This is an optimization exercise on Yosys and OpenROAD, whose aim is small area and a short achievable clock period, not a production implementation. The RTL was checked by simulation tests, not by an equivalence proof against the original design. No driver is modelled on the clock port, so clock power and skew are understated where the tree is cut down; a real chip needs a root buffer or a tree. Power is estimated from default activity; no workload was simulated.

== job 1223 ==
Design FP_MUL, start of the top module:
module FP_MUL(CLK, RESET, ENABLE, DATA_IN, DATA_OUT, READY);
Size: roughly 20 I/O pins.
export LEC_CHECK = 0
export CAP_MARGIN = 20
export CORE_MARGIN = 2
export CORE_UTILIZATION = 40
export SLEW_MARGIN = 20
create_clock -name core_clock -period 12.5 [get_ports {CLK}]
standard.sh (not shown) runs the stock make flow with config.mk's settings and CLKGATE_MAP_FILE= SYNTH_SCRIPT=/design/flow/synth_recipe.tcl, a recipe that flattens the netlist after the stock synthesis.
==> flow/flow/run.sh <==
#!/bin/bash
# Standard ORFS layout with fast port buffers and a larger setup margin for repair_timing.
set -euo pipefail
bash standard.sh "BUFFER_PORTS_ARGS=-buffer_cell sky130_fd_sc_hd__buf_2" SETUP_SLACK_MARGIN=9 finish > make_finish.log 2>&1
Job 1223: flow completed, timing, DRC and antenna clean
#### Input delta (job 3584 over job 1223)
==> flow/flow/run.sh <==
#!/bin/bash
set -euo pipefail
bash standard.sh "BUFFER_PORTS_ARGS=-buffer_cell sky130_fd_sc_hd__buf_2" \
  SETUP_SLACK_MARGIN=9.3 CTS_CLUSTER_SIZE=30 CTS_CLUSTER_DIAMETER=100 \
  finish > make_finish.log 2>&1
### Flow results
Comparing job 1223 with job 3584, the setup slack after placement came out essentially unchanged. Job 3584 against job 1223: number of vias in the routed layout went down 137; post-cts repair resize count went up 8; post-detailed-routing wire length went down 290 um. The end point of the critical path comes out DATA_OUT[7] in one run and DATA_OUT[5] in the other, namely in job 3584 and job 1223 respectively.
#### Input delta (job 2210 over job 3584)
==> flow/flow/run.sh <==
#!/bin/bash
# Standard ORFS layout with fast port buffers and a larger setup margin for repair_timing.
set -euo pipefail
bash standard.sh "BUFFER_PORTS_ARGS=-buffer_cell sky130_fd_sc_hd__buf_2" SETUP_SLACK_MARGIN=9.3 CTS_CLUSTER_SIZE=20 CTS_CLUSTER_DIAMETER=60 finish > make_finish.log 2>&1
--- outcome ---
- Delta (job 2210 minus job 3584): power per standard cell area went up 12 mW/mm^2; number of diodes went down 1.
- Compared with job 3584, in job 2210 net total in the final layout increased 8; wire length of the first global-routing pass higher; via count went up.
- Job 2210 -> job 3584: number of synthesized flops with an enable pin delta 0, exact match
- Number of sequential cells in the layout came out exactly the same in job 3584 and job 2210.
- Setup slack: job 2210 vs job 3584, no meaningful difference
- On share of the clock period used by the worst path, job 3584 tracks job 2210 almost exactly.
- Of job 3584 and job 2210, job 2210 shows the higher global-route usage over all layers, with job 3584 below it.
diff inputs: job 2210 => job 3353
==> flow/flow/run.sh <==
#!/bin/bash
set -euo pipefail
bash standard.sh "BUFFER_PORTS_ARGS=-buffer_cell sky130_fd_sc_hd__buf_2" SETUP_SLACK_MARGIN=9.5 CTS_CLUSTER_SIZE=30 CTS_CLUSTER_DIAMETER=100 CTS_BUF_LIST=sky130_fd_sc_hd__clkbuf_16 finish > make_finish.log 2>&1
==> comparison <==
- Core util | job 3353 vs job 2210 | job 3353 lower
- Between job 3353 and job 2210, clock tree cell share of total cell area is higher for job 2210, job 3353 comes in under that.
- Compared with job 2210, in job 3353 buffer count excluding the clock tree in the final layout saw an increase, number of standard cells in the layout, taps in and fillers out went down, biggest cell delay along the critical path now sits higher, cell area power density decreased about 13%.
- Comparing job 3353 and job 2210, the lower cell area was measured on job 3353.
- Job 3353 and job 2210 ended up with nearly the same final wirelength.
- Job 3353: power lower than job 2210
- Looking at power attributed to combinational cells, job 3353 sits about 4% above job 2210.
- Job 3353 ended up with a lower layout overhead on the synthesized area than job 2210 did.
Here is what was changed in the inputs of job 5059 compared with job 3353.
==> flow/flow/run.sh <==
#!/bin/bash
# Standard ORFS layout with fast port buffers and a larger setup margin for repair_timing.
set -euo pipefail
bash standard.sh "BUFFER_PORTS_ARGS=-buffer_cell sky130_fd_sc_hd__buf_2" SETUP_SLACK_MARGIN=9.3 CTS_CLUSTER_SIZE=30 CTS_CLUSTER_DIAMETER=100 finish > make_finish.log 2>&1
--- outcome ---
Job 5059 completed; timing, DRC and antenna clean
Job 3353 was carried through to the last stage, and its layout satisfied the timing, DRC and antenna checks.
Compared with job 3353, job 5059 shows a global routing met3 resource utilization that is 0.75 points lower.
| register area | job 5059 vs job 3353 | ≈ equal |
Internal power consumption is higher on job 5059
There was hardly any difference in setup slack after layout between job 5059 and job 3353.
Compared with job 3353, in job 5059 critical path depth ~0 delta, area added between synthesis and finish saw little to no change, average detailed-routed wire length per instance shrank by 1.7%, share of cell area taken by multi-input logic gates stayed essentially flat.
The worst hold slack of job 5059 was inferior to that of job 3353.
Job 5059: number of filler instances in the final layout is 1.0% higher than what job 3353 reported.

* * *

## build 17
The RTL this note starts from:
==> flow/design.v <==
`timescale 1ns/10ps
module FP_MUL(CLK, RESET, ENABLE, DATA_IN, DATA_OUT, READY);
input         CLK;
input         RESET;
input         ENABLE;
input   [7:0] DATA_IN;
output  [7:0] DATA_OUT;
output        READY;
reg     [7:0] DATA_OUT;
reg           READY;
reg     [6:0] t;
always @(posedge CLK) begin
	if (RESET || t == 7'd72)
		t <= 7'd0;
	else
		t <= t + 7'd1;
end
reg op;
always @(posedge CLK) begin
	if (t == 7'd16)
		op <= ENABLE;
end
reg    [51:0] A;
reg    [10:0] E;
reg           s;
reg    [39:0] B;
wire    [4:0] elo = {1'b0, E[3:0]} + {1'b0, DATA_OUT[7:4]} + 5'd1;
always @(posedge CLK) begin
	if (t == 7'd1) A[7:0]   <= DATA_IN;
	if (t == 7'd2) A[15:8]  <= DATA_IN;
	if (t == 7'd3) A[23:16] <= DATA_IN;
	if (t == 7'd4) A[31:24] <= DATA_IN;
	if (t == 7'd5) A[39:32] <= DATA_IN;
	if (t == 7'd6) A[47:40] <= DATA_IN;
	if (t == 7'd7) A[51:48] <= DATA_IN[3:0];
end
always @(posedge CLK) begin
	if (t == 7'd8)
		E[3:0] <= DATA_OUT[7:4];
	else if (t == 7'd16)
		E[3:0] <= elo[3:0];
	if (t == 7'd9)
		E[10:4] <= DATA_OUT[6:0];
	else if (t == 7'd17)
		E[10:4] <= E[10:4] + DATA_OUT[6:0] + {6'd0, rc} + 7'h40;
end
always @(posedge CLK) begin
	if (t == 7'd9)
		s <= DATA_OUT[7];
	else if (t == 7'd17)
		s <= s ^ DATA_OUT[7];
end
integer k, j;
always @(posedge CLK) begin
	B <= {2'b00, B[39:2]};
	for (k = 0; k < 7; k = k + 1)
		if (t == 7'd9 + k)
			for (j = 0; j < 8; j = j + 1)
				if (6*k + j < 40)
					B[6*k + j] <= DATA_IN[j];
	if (t == 7'd16)
		B[38] <= 1'b1;
	if (t < 7'd9 || t > 7'd35)
		B[1:0] <= 2'b00;
end
reg    [54:0] Sn;
reg    [26:0] Kn;
reg           cflag;
reg           rc;
wire          run = (t >= 7'd10) && (t <= 7'd62);
wire          b0  = B[0];
wire          b1  = B[1];
wire   [52:0] MA   = {1'b1, A};
wire   [55:0] pp0n = ~({56{b0}} & {3'd0, MA});
wire   [55:0] pp1n = ~({56{b1}} & {2'd0, MA, 1'b0});
wire   [55:0] Sxn  = {1'b1, Sn};
wire   [55:0] s1n;
wire   [55:0] c1n;
assign c1n[0]  = 1'b1;
assign s1n[0]  = ~(Sxn[0] ^ pp0n[0]);
assign c1n[1]  = Sxn[0] | pp0n[0];
assign s1n[53] = ~(Sxn[53] ^ pp1n[53]);
assign c1n[54] = Sxn[53] | pp1n[53];
assign s1n[54] = Sxn[54];
assign c1n[55] = 1'b1;
assign s1n[55] = 1'b1;
genvar i;
generate for (i = 1; i < 53; i = i + 1) begin : row
	FP_MUL_fa fa (.a(Sxn[i]), .b(pp0n[i]), .c(pp1n[i]), .s(s1n[i]), .co(c1n[i+1]));
end endgenerate
wire   [54:0] rn;
wire   [26:0] kn;       
wire   [27:0] hn;
assign rn[0] = ~(s1n[0] ^ Kn[0]);
assign hn[0] = s1n[0] | Kn[0];
assign rn[54] = ~(s1n[54] ^ c1n[54]);
genvar m;
generate for (m = 0; m < 27; m = m + 1) begin : pair
	if (m > 0) begin : l
		FP_MUL_fa lo (.a(s1n[2*m]), .b(c1n[2*m]), .c(Kn[m]), .s(rn[2*m]), .co(hn[m]));
	end
	FP_MUL_fa hi (.a(s1n[2*m+1]), .b(c1n[2*m+1]), .c(hn[m]), .s(rn[2*m+1]), .co(kn[m]));
end endgenerate
wire          out0 = ~rn[0];
wire          out1 = ~rn[1];
wire          ins1 = (t >= 7'd35) & out1;
wire          ins0 = (t >= 7'd36) & out0;
always @(posedge CLK) begin
	Kn <= kn;
	if (run)
		Sn <= {~ins1, ~ins0, rn[54:2]};
	else
		Sn <= {8'hff, Sn[54:8]};
end
wire   [54:0] S = ~Sn;
wire    [7:0] win = cflag ? S[9:2] : S[8:1];
wire    [7:0] X   = (t == 7'd70) ? {s, E[10:4]} :
                    (t == 7'd69) ? {E[3:0], win[3:0]} : win;
wire    [4:0] lo  = {1'b0, X[3:0]} + {4'd0, rc};
wire          c4  = (t == 7'd69) ? cflag : lo[4];
wire    [3:0] hi  = {1'b0, X[6:4]} + {3'd0, c4};
wire          b7  = (t == 7'd70) ? X[7] : X[7] ^ hi[3];
wire          c8  = X[7] & hi[3];
always @(posedge CLK) begin
	if (t == 7'd62)
		cflag <= out1;
end
always @(posedge CLK) begin
	if (t == 7'd16)
		rc <= elo[4];
	else if (t == 7'd62)
		rc <= out1 ? S[3] : S[2];
	else
		rc <= c8;
end
always @(posedge CLK) begin
	if (t == 7'd7 || t == 7'd8 || t == 7'd15 || t == 7'd16)
		DATA_OUT <= DATA_IN;
	else
		DATA_OUT <= {b7, hi[2:0], lo[3:0]};
end
always @(posedge CLK) begin
	if (RESET)
		READY <= 1'b0;
	else
		READY <= op && (t >= 7'd63) && (t <= 7'd70);
end
endmodule
module FP_MUL_fa(a, b, c, s, co);
input  a, b, c;
output s, co;
assign s  = a ^ b ^ c;
assign co = (a & b) | (a & c) | (b & c);
endmodule
clock: 12.5 ns
lec_check: 0
cap_margin: 20
core_margin: 2
core_utilization: 40
slew_margin: 20
==> flow/flow/run.sh <==
#!/bin/bash
# Standard ORFS layout (the standard.sh) with these changes:
#  - port buffers use buf_2 instead of the default pick (a slow delay cell);
#  - the design is synthesized module by module (SYNTH_HIERARCHICAL=1 ABC_AREA=1, then
#    flattened by synth_recipe.tcl) so each FP_MUL_fa instance maps to one fa cell;
#  - after CTS, clock_tree.tcl removes the clock tree's middle level and splits
#    its root into four buffers fed by the clock port, so the clock reaches every
#    register through two buffers (the same number for all registers).
# Each tool's output goes to a log file in this folder; ORFS keeps its step logs in orfs/logs.
set -euo pipefail
VARS=("BUFFER_PORTS_ARGS=-buffer_cell sky130_fd_sc_hd__buf_2"
      SETUP_SLACK_MARGIN=9.3 SYNTH_HIERARCHICAL=1 ABC_AREA=1 CTS_CLUSTER_SIZE=30 CTS_CLUSTER_DIAMETER=100)
bash standard.sh "${VARS[@]}" cts > make_cts.log 2>&1
R=orfs/results/sky130hd/FP_MUL/base
ROOT_INV=sky130_fd_sc_hd__clkinv_4 LEAF_INV=sky130_fd_sc_hd__clkinv_8 CTS_ODB=$R/4_cts.odb openroad -no_init -exit flow/clock_tree.tcl > clock_tree.log 2>&1
bash standard.sh "${VARS[@]}" finish > make_finish.log 2>&1
==> flow/flow/clock_tree.tcl <==
# Reshape the clock tree that CTS built, keeping every register the same
# number of buffers away from the clock port:
#  1. remove the middle level: each clock buffer that is fed by another buffer
#     and drives only clock buffers is taken out, its loads moved to its input net;
#  2. split the root: the leaf buffers are divided into NROOT groups by position,
#     and each group gets its own root buffer fed from the clock port, placed at
#     the group's centre (the clock port then drives NROOT cells).
read_db $::env(CTS_ODB)
set block [ord::get_db_block]
set nroot [expr {[info exists ::env(NROOT)] ? $::env(NROOT) : 4}]
proc is_clkbuf {inst} { string match "sky130_fd_sc_hd__clkbuf_*" [[$inst getMaster] getName] }

set changed 1
while {$changed} {
  set changed 0
  foreach inst [$block getInsts] {
    if {![is_clkbuf $inst]} continue
    set in [$inst findITerm A]
    set out [$inst findITerm X]
    set innet [$in getNet]
    set outnet [$out getNet]
    if {$innet eq "NULL" || $outnet eq "NULL"} continue
    if {[llength [$innet getBTerms]] > 0} continue
    set drv ""
    foreach it [$innet getITerms] { if {[$it isOutputSignal]} { set drv [$it getInst] } }
    if {$drv eq "" || ![is_clkbuf $drv]} continue
    set ok 1
    set loads {}
    foreach it [$outnet getITerms] {
      if {[$it isOutputSignal]} continue
      if {![is_clkbuf [$it getInst]]} { set ok 0; break }
      lappend loads $it
    }
    if {!$ok || [llength $loads] == 0} continue
    foreach it $loads { $it disconnect; $it connect $innet }
    $in disconnect
    $out disconnect
    puts "removed [$inst getName] ([llength $loads] loads moved to [$innet getName])"
    odb::dbInst_destroy $inst
    odb::dbNet_destroy $outnet
    set changed 1
    break
  }
}

# the root: the clock buffer on the clock port's net
set clknet [$block findNet CLK]
set root ""
foreach it [$clknet getITerms] { if {[is_clkbuf [$it getInst]]} { set root [$it getInst] } }
set rootnet [[$root findITerm X] getNet]
set leaves {}
foreach it [$rootnet getITerms] { if {![$it isOutputSignal]} { lappend leaves $it } }
puts "root [$root getName] drives [llength $leaves] leaf buffers"

# order the leaves by angle around their centre and cut into nroot groups
set cx 0; set cy 0
foreach it $leaves { set b [[$it getInst] getBBox]; set cx [expr {$cx + ([$b xMin]+[$b xMax])/2.0}]; set cy [expr {$cy + ([$b yMin]+[$b yMax])/2.0}] }
set n [llength $leaves]
set cx [expr {$cx / $n}]; set cy [expr {$cy / $n}]
set keyed {}
foreach it $leaves {
  set b [[$it getInst] getBBox]
  set x [expr {([$b xMin]+[$b xMax])/2.0}]; set y [expr {([$b yMin]+[$b yMax])/2.0}]
  lappend keyed [list [expr {atan2($y-$cy, $x-$cx)}] $it $x $y]
}
set keyed [lsort -real -index 0 $keyed]
if {$nroot > $n} { set nroot $n }
set master [$root getMaster]
for {set g 0} {$g < $nroot} {incr g} {
  set lo [expr {($g * $n) / $nroot}]
  set hi [expr {(($g + 1) * $n) / $nroot}]
  set grp [lrange $keyed $lo [expr {$hi - 1}]]
  set gx 0; set gy 0
  foreach e $grp { set gx [expr {$gx + [lindex $e 2]}]; set gy [expr {$gy + [lindex $e 3]}] }
  set gx [expr {int($gx / [llength $grp])}]; set gy [expr {int($gy / [llength $grp])}]
  if {$g == 0} {
    set buf $root
  } else {
    set buf [odb::dbInst_create $block $master "clkroot_$g"]
    set net [odb::dbNet_create $block "clknet_root_$g"]
    $net setSigType CLOCK
    [$buf findITerm A] connect $clknet
    [$buf findITerm X] connect $net
    foreach e $grp { set it [lindex $e 1]; $it disconnect; $it connect $net }
  }
  $buf setLocation $gx $gy
  $buf setPlacementStatus PLACED
  puts "root $g: [$buf getName] drives [llength $grp] leaves at $gx $gy"
}
# 3. optionally replace the two levels of buffers by two levels of inverters
#    (an even number of inversions, so every register still sees the clock's rising edge)
if {[info exists ::env(ROOT_INV)]} {
  set db [ord::get_db]
  set rootinv [$db findMaster $::env(ROOT_INV)]
  set leafinv [$db findMaster $::env(LEAF_INV)]
  set roots {}
  foreach it [$clknet getITerms] { lappend roots [$it getInst] }
  set todo {}
  foreach r $roots {
    lappend todo [list $r $rootinv]
    foreach it [[[$r findITerm X] getNet] getITerms] {
      if {![$it isOutputSignal]} { lappend todo [list [$it getInst] $leafinv] }
    }
  }
  foreach e $todo {
    set old [lindex $e 0]
    set m [lindex $e 1]
    set name [$old getName]
    set a [[$old findITerm A] getNet]
    set x [[$old findITerm X] getNet]
    set loc [$old getLocation]
    [$old findITerm A] disconnect
    [$old findITerm X] disconnect
    odb::dbInst_destroy $old
    set new [odb::dbInst_create $block $m $name]
    [$new findITerm A] connect $a
    [$new findITerm Y] connect $x
    $new setLocation [lindex $loc 0] [lindex $loc 1]
    $new setPlacementStatus PLACED
  }
  puts "replaced [llength $todo] clock buffers by inverters"
}
detailed_placement
check_placement
write_db $::env(CTS_ODB)
Relative to build 17, the following input files were edited for build 77:
--- a/flow/flow/run.sh
+++ b/flow/flow/run.sh
@@ -4 +4 @@
-#  - the design is synthesized module by module (SYNTH_HIERARCHICAL=1 ABC_AREA=1, then
+#  - the design is synthesized module by module (SYNTH_HIERARCHICAL=1, then
@@ -8 +8,5 @@
-#    register through two buffers (the same number for all registers).
+#    register through two buffers (the same number for all registers); the two
+#    levels of buffers are then replaced by two levels of clock inverters, which
+#    are faster (an even number of inversions: registers still see the rising edge);
+#  - ABC_AREA=1 for the top-level logic;
+#  - CORE_UTILIZATION=80 (a smaller die, so shorter wires to the ports and in the clock tree).
@@ -12 +16 @@
-      SETUP_SLACK_MARGIN=9.3 SYNTH_HIERARCHICAL=1 ABC_AREA=1 CTS_CLUSTER_SIZE=30 CTS_CLUSTER_DIAMETER=100)
+      SETUP_SLACK_MARGIN=9.3 CORE_UTILIZATION=80 SYNTH_HIERARCHICAL=1 ABC_AREA=1 CTS_CLUSTER_SIZE=30 CTS_CLUSTER_DIAMETER=100)
@@ -15 +19 @@
-ROOT_INV=sky130_fd_sc_hd__clkinv_4 LEAF_INV=sky130_fd_sc_hd__clkinv_8 CTS_ODB=$R/4_cts.odb openroad -no_init -exit flow/clock_tree.tcl > clock_tree.log 2>&1
+ROOT_INV=sky130_fd_sc_hd__clkinv_8 LEAF_INV=sky130_fd_sc_hd__clkinv_8 CTS_ODB=$R/4_cts.odb openroad -no_init -exit flow/clock_tree.tcl > clock_tree.log 2>&1
--- a/flow/flow/clock_tree.tcl
+++ b/flow/flow/clock_tree.tcl
@@ -11,0 +12,17 @@
+
+# CTS's dummy loads (clock cells whose output drives nothing) only add load
+# to the clock nets: remove them.
+foreach inst [$block getInsts] {
+  if {![string match "sky130_fd_sc_hd__clk*" [[$inst getMaster] getName]]} continue
+  set dangling 1
+  set innet "NULL"
+  foreach it [$inst getITerms] {
+    if {[$it isOutputSignal] && [$it getNet] ne "NULL"} { set dangling 0 }
+    if {[$it isInputSignal]} { set innet [$it getNet] }
+  }
+  if {$dangling && $innet ne "NULL"} {
+    puts "removed dummy load [$inst getName]"
+    foreach it [$inst getITerms] { if {[$it getNet] ne "NULL"} { $it disconnect } }
+    odb::dbInst_destroy $inst
+  }
+}
@@ -102 +119 @@
-      if {![$it isOutputSignal]} { lappend todo [list [$it getInst] $leafinv] }
+      if {![$it isOutputSignal] && [is_clkbuf [$it getInst]]} { lappend todo [list [$it getInst] $leafinv] }
When build 77 is set beside build 17, its area of the core region turns out to be about 50% smaller. The final reports for build 77 and build 17 show hold slack lower in the former. Number of core rows (build 77 over build 17): decrease, about 30%.
[inputs] build 74 vs build 77
--- a/flow/flow/run.sh
+++ b/flow/flow/run.sh
@@ -11,2 +11 @@
-#  - ABC_AREA=1 for the top-level logic;
-#  - CORE_UTILIZATION=80 (a smaller die, so shorter wires to the ports and in the clock tree).
+#  - ABC_AREA=1 for the top-level logic.
@@ -16 +15 @@
-      SETUP_SLACK_MARGIN=9.3 CORE_UTILIZATION=80 SYNTH_HIERARCHICAL=1 ABC_AREA=1 CTS_CLUSTER_SIZE=30 CTS_CLUSTER_DIAMETER=100)
+      SETUP_SLACK_MARGIN=9.3 SYNTH_HIERARCHICAL=1 ABC_AREA=1 CTS_CLUSTER_SIZE=30 CTS_CLUSTER_DIAMETER=100)
[summary]
- Taking build 77 as the reference point, the maximum operating frequency of build 74 falls by 0.0016 GHz.
- Flop-to-flop setup slack (lower): build 77
- Summary of build 74 over build 77: number of global-route vias before repair -about 10%; data arrival at the endpoint of the critical path decreased 2510 ps; fraction of standard cell area that is sequential saw a decrease; wire length of the first global-routing pass now smaller.
- Compared with build 77, placement density in the core of build 74 is lower.
- Build 74 finished end to end and its layout was clean on timing, DRC and antenna.
- Build 77 completed; timing, DRC and antenna clean
- For build 74, the critical path capture point was DATA_OUT[4], unlike build 77, where it was B[7].
#### Input delta (build 81 over build 74)
--- a/flow/flow/run.sh
+++ b/flow/flow/run.sh
@@ -15 +15 @@
-      SETUP_SLACK_MARGIN=9.3 SYNTH_HIERARCHICAL=1 ABC_AREA=1 CTS_CLUSTER_SIZE=30 CTS_CLUSTER_DIAMETER=100)
+      SETUP_SLACK_MARGIN=9.3 SYNTH_HIERARCHICAL=1 ABC_AREA=1 CTS_CLUSTER_SIZE=24 CTS_CLUSTER_DIAMETER=80)
When build 81 is set beside build 74, its utilization turns out to be 0.71 points larger. Power spent charging and discharging nets (higher): build 81. From build 74 to build 81 the numbers moved as follows: sequential share of cell area went down; final worst hold slack went down; first-pass iteration count of the detailed router went up; met1 track demand over resource in global routing went up; via count went up. Total design power: build 81 worse than build 74. Build 81 ended up with a higher total leakage power than build 74 did. Diff build 74 -> build 81 | wire length after detailed routing | up slightly.
--- input diff build 81..build 34 ---
--- a/flow/flow/run.sh
+++ b/flow/flow/run.sh
@@ -11 +11,2 @@
-#  - ABC_AREA=1 for the top-level logic.
+#  - ABC_AREA=1 for the top-level logic;
+#  - CORE_UTILIZATION=65 (a smaller die, so shorter wires to the ports and in the clock tree).
@@ -15 +16 @@
-      SETUP_SLACK_MARGIN=9.3 SYNTH_HIERARCHICAL=1 ABC_AREA=1 CTS_CLUSTER_SIZE=24 CTS_CLUSTER_DIAMETER=80)
+      SETUP_SLACK_MARGIN=9.3 CORE_UTILIZATION=65 SYNTH_HIERARCHICAL=1 ABC_AREA=1 CTS_CLUSTER_SIZE=30 CTS_CLUSTER_DIAMETER=100)
Re setup slack of the critical path after layout: build 81 was lower than build 34.
Diff build 81 -> build 34: clock skew decreased 200 ps; power consumption lost 110 µW; worst hold path stage count neither gained nor lost much.
Comparing build 81 with build 34, the storage element area came out essentially unchanged.
Looking at area of all placed cells without fillers, build 34 sits about 3.2% below build 81.
Compared with build 81, in build 34 sequential cell area share climbed 1.4 points; global-route usage increased 11 points; final period demand of the worst path now smaller; net switching power saw a decrease.
The clock cells of build 77, build 74 and build 34 come from the design's own scripts or RTL, not from TritonCTS.

==> port drivers added, routing unchanged <==
How much do the figures lean on ideal ports? The routed layouts below were timed once more, with nothing changed but the port constraints.
Step 1 assumes that a clkbuf_16 drives the clock port and a buf_2 every other input.
Step 2 moves the port delays by t, midway between the first and last clock arrival at a register: inputs arrive t later, outputs are due t later. That takes back most of the time a late clock gives input paths.
a / b / c = ideal / step 1 / step 2; a / b = the first two.
| run | shift t [ns] | setup WS [ns] | clock arrival spread, ns | slew at the worst register clock pin (ns) |
|---|---|---|---|---|
| job 1223 | 0.561 | 9.007 / 8.958 / 9.139 | 0.012 / 0.012 | 0.06 / 0.06 |
| job 3584 | 0.516 | 9.029 / 8.981 / 9.152 | 0.028 / 0.029 | 0.11 / 0.11 |
| job 2210 | 0.546 | 9.029 / 8.980 / 9.144 | 0.020 / 0.019 | 0.08 / 0.08 |
| job 3353 | 0.521 | 9.029 / 8.980 / 9.163 | 0.025 / 0.024 | 0.12 / 0.12 |
| job 5059 | 0.516 | 9.029 / 8.981 / 9.152 | 0.028 / 0.029 | 0.11 / 0.11 |
| build 17 | 0.312 | 9.272 / 9.169 / 9.174 | 0.025 / 0.025 | 0.12 / 0.12 |
| build 77 | 0.295 | 9.327 / 9.187 / 9.127 | 0.052 / 0.056 | 0.12 / 0.12 |
| build 74 | 0.316 | 9.311 / 9.158 / 9.183 | 0.039 / 0.039 | 0.12 / 0.12 |
| build 81 | 0.393 | 9.168 / 9.015 / 9.117 | 0.229 / 0.230 | 0.09 / 0.09 |
| build 34 | 0.299 | 9.341 / 9.196 / 9.176 | 0.030 / 0.030 | 0.12 / 0.12 |
After both steps every run listed still meets setup and hold. For build 77, which loses most, drivers alone change the setup slack by -0.140 ns; drivers and shift together by -0.200 ns.
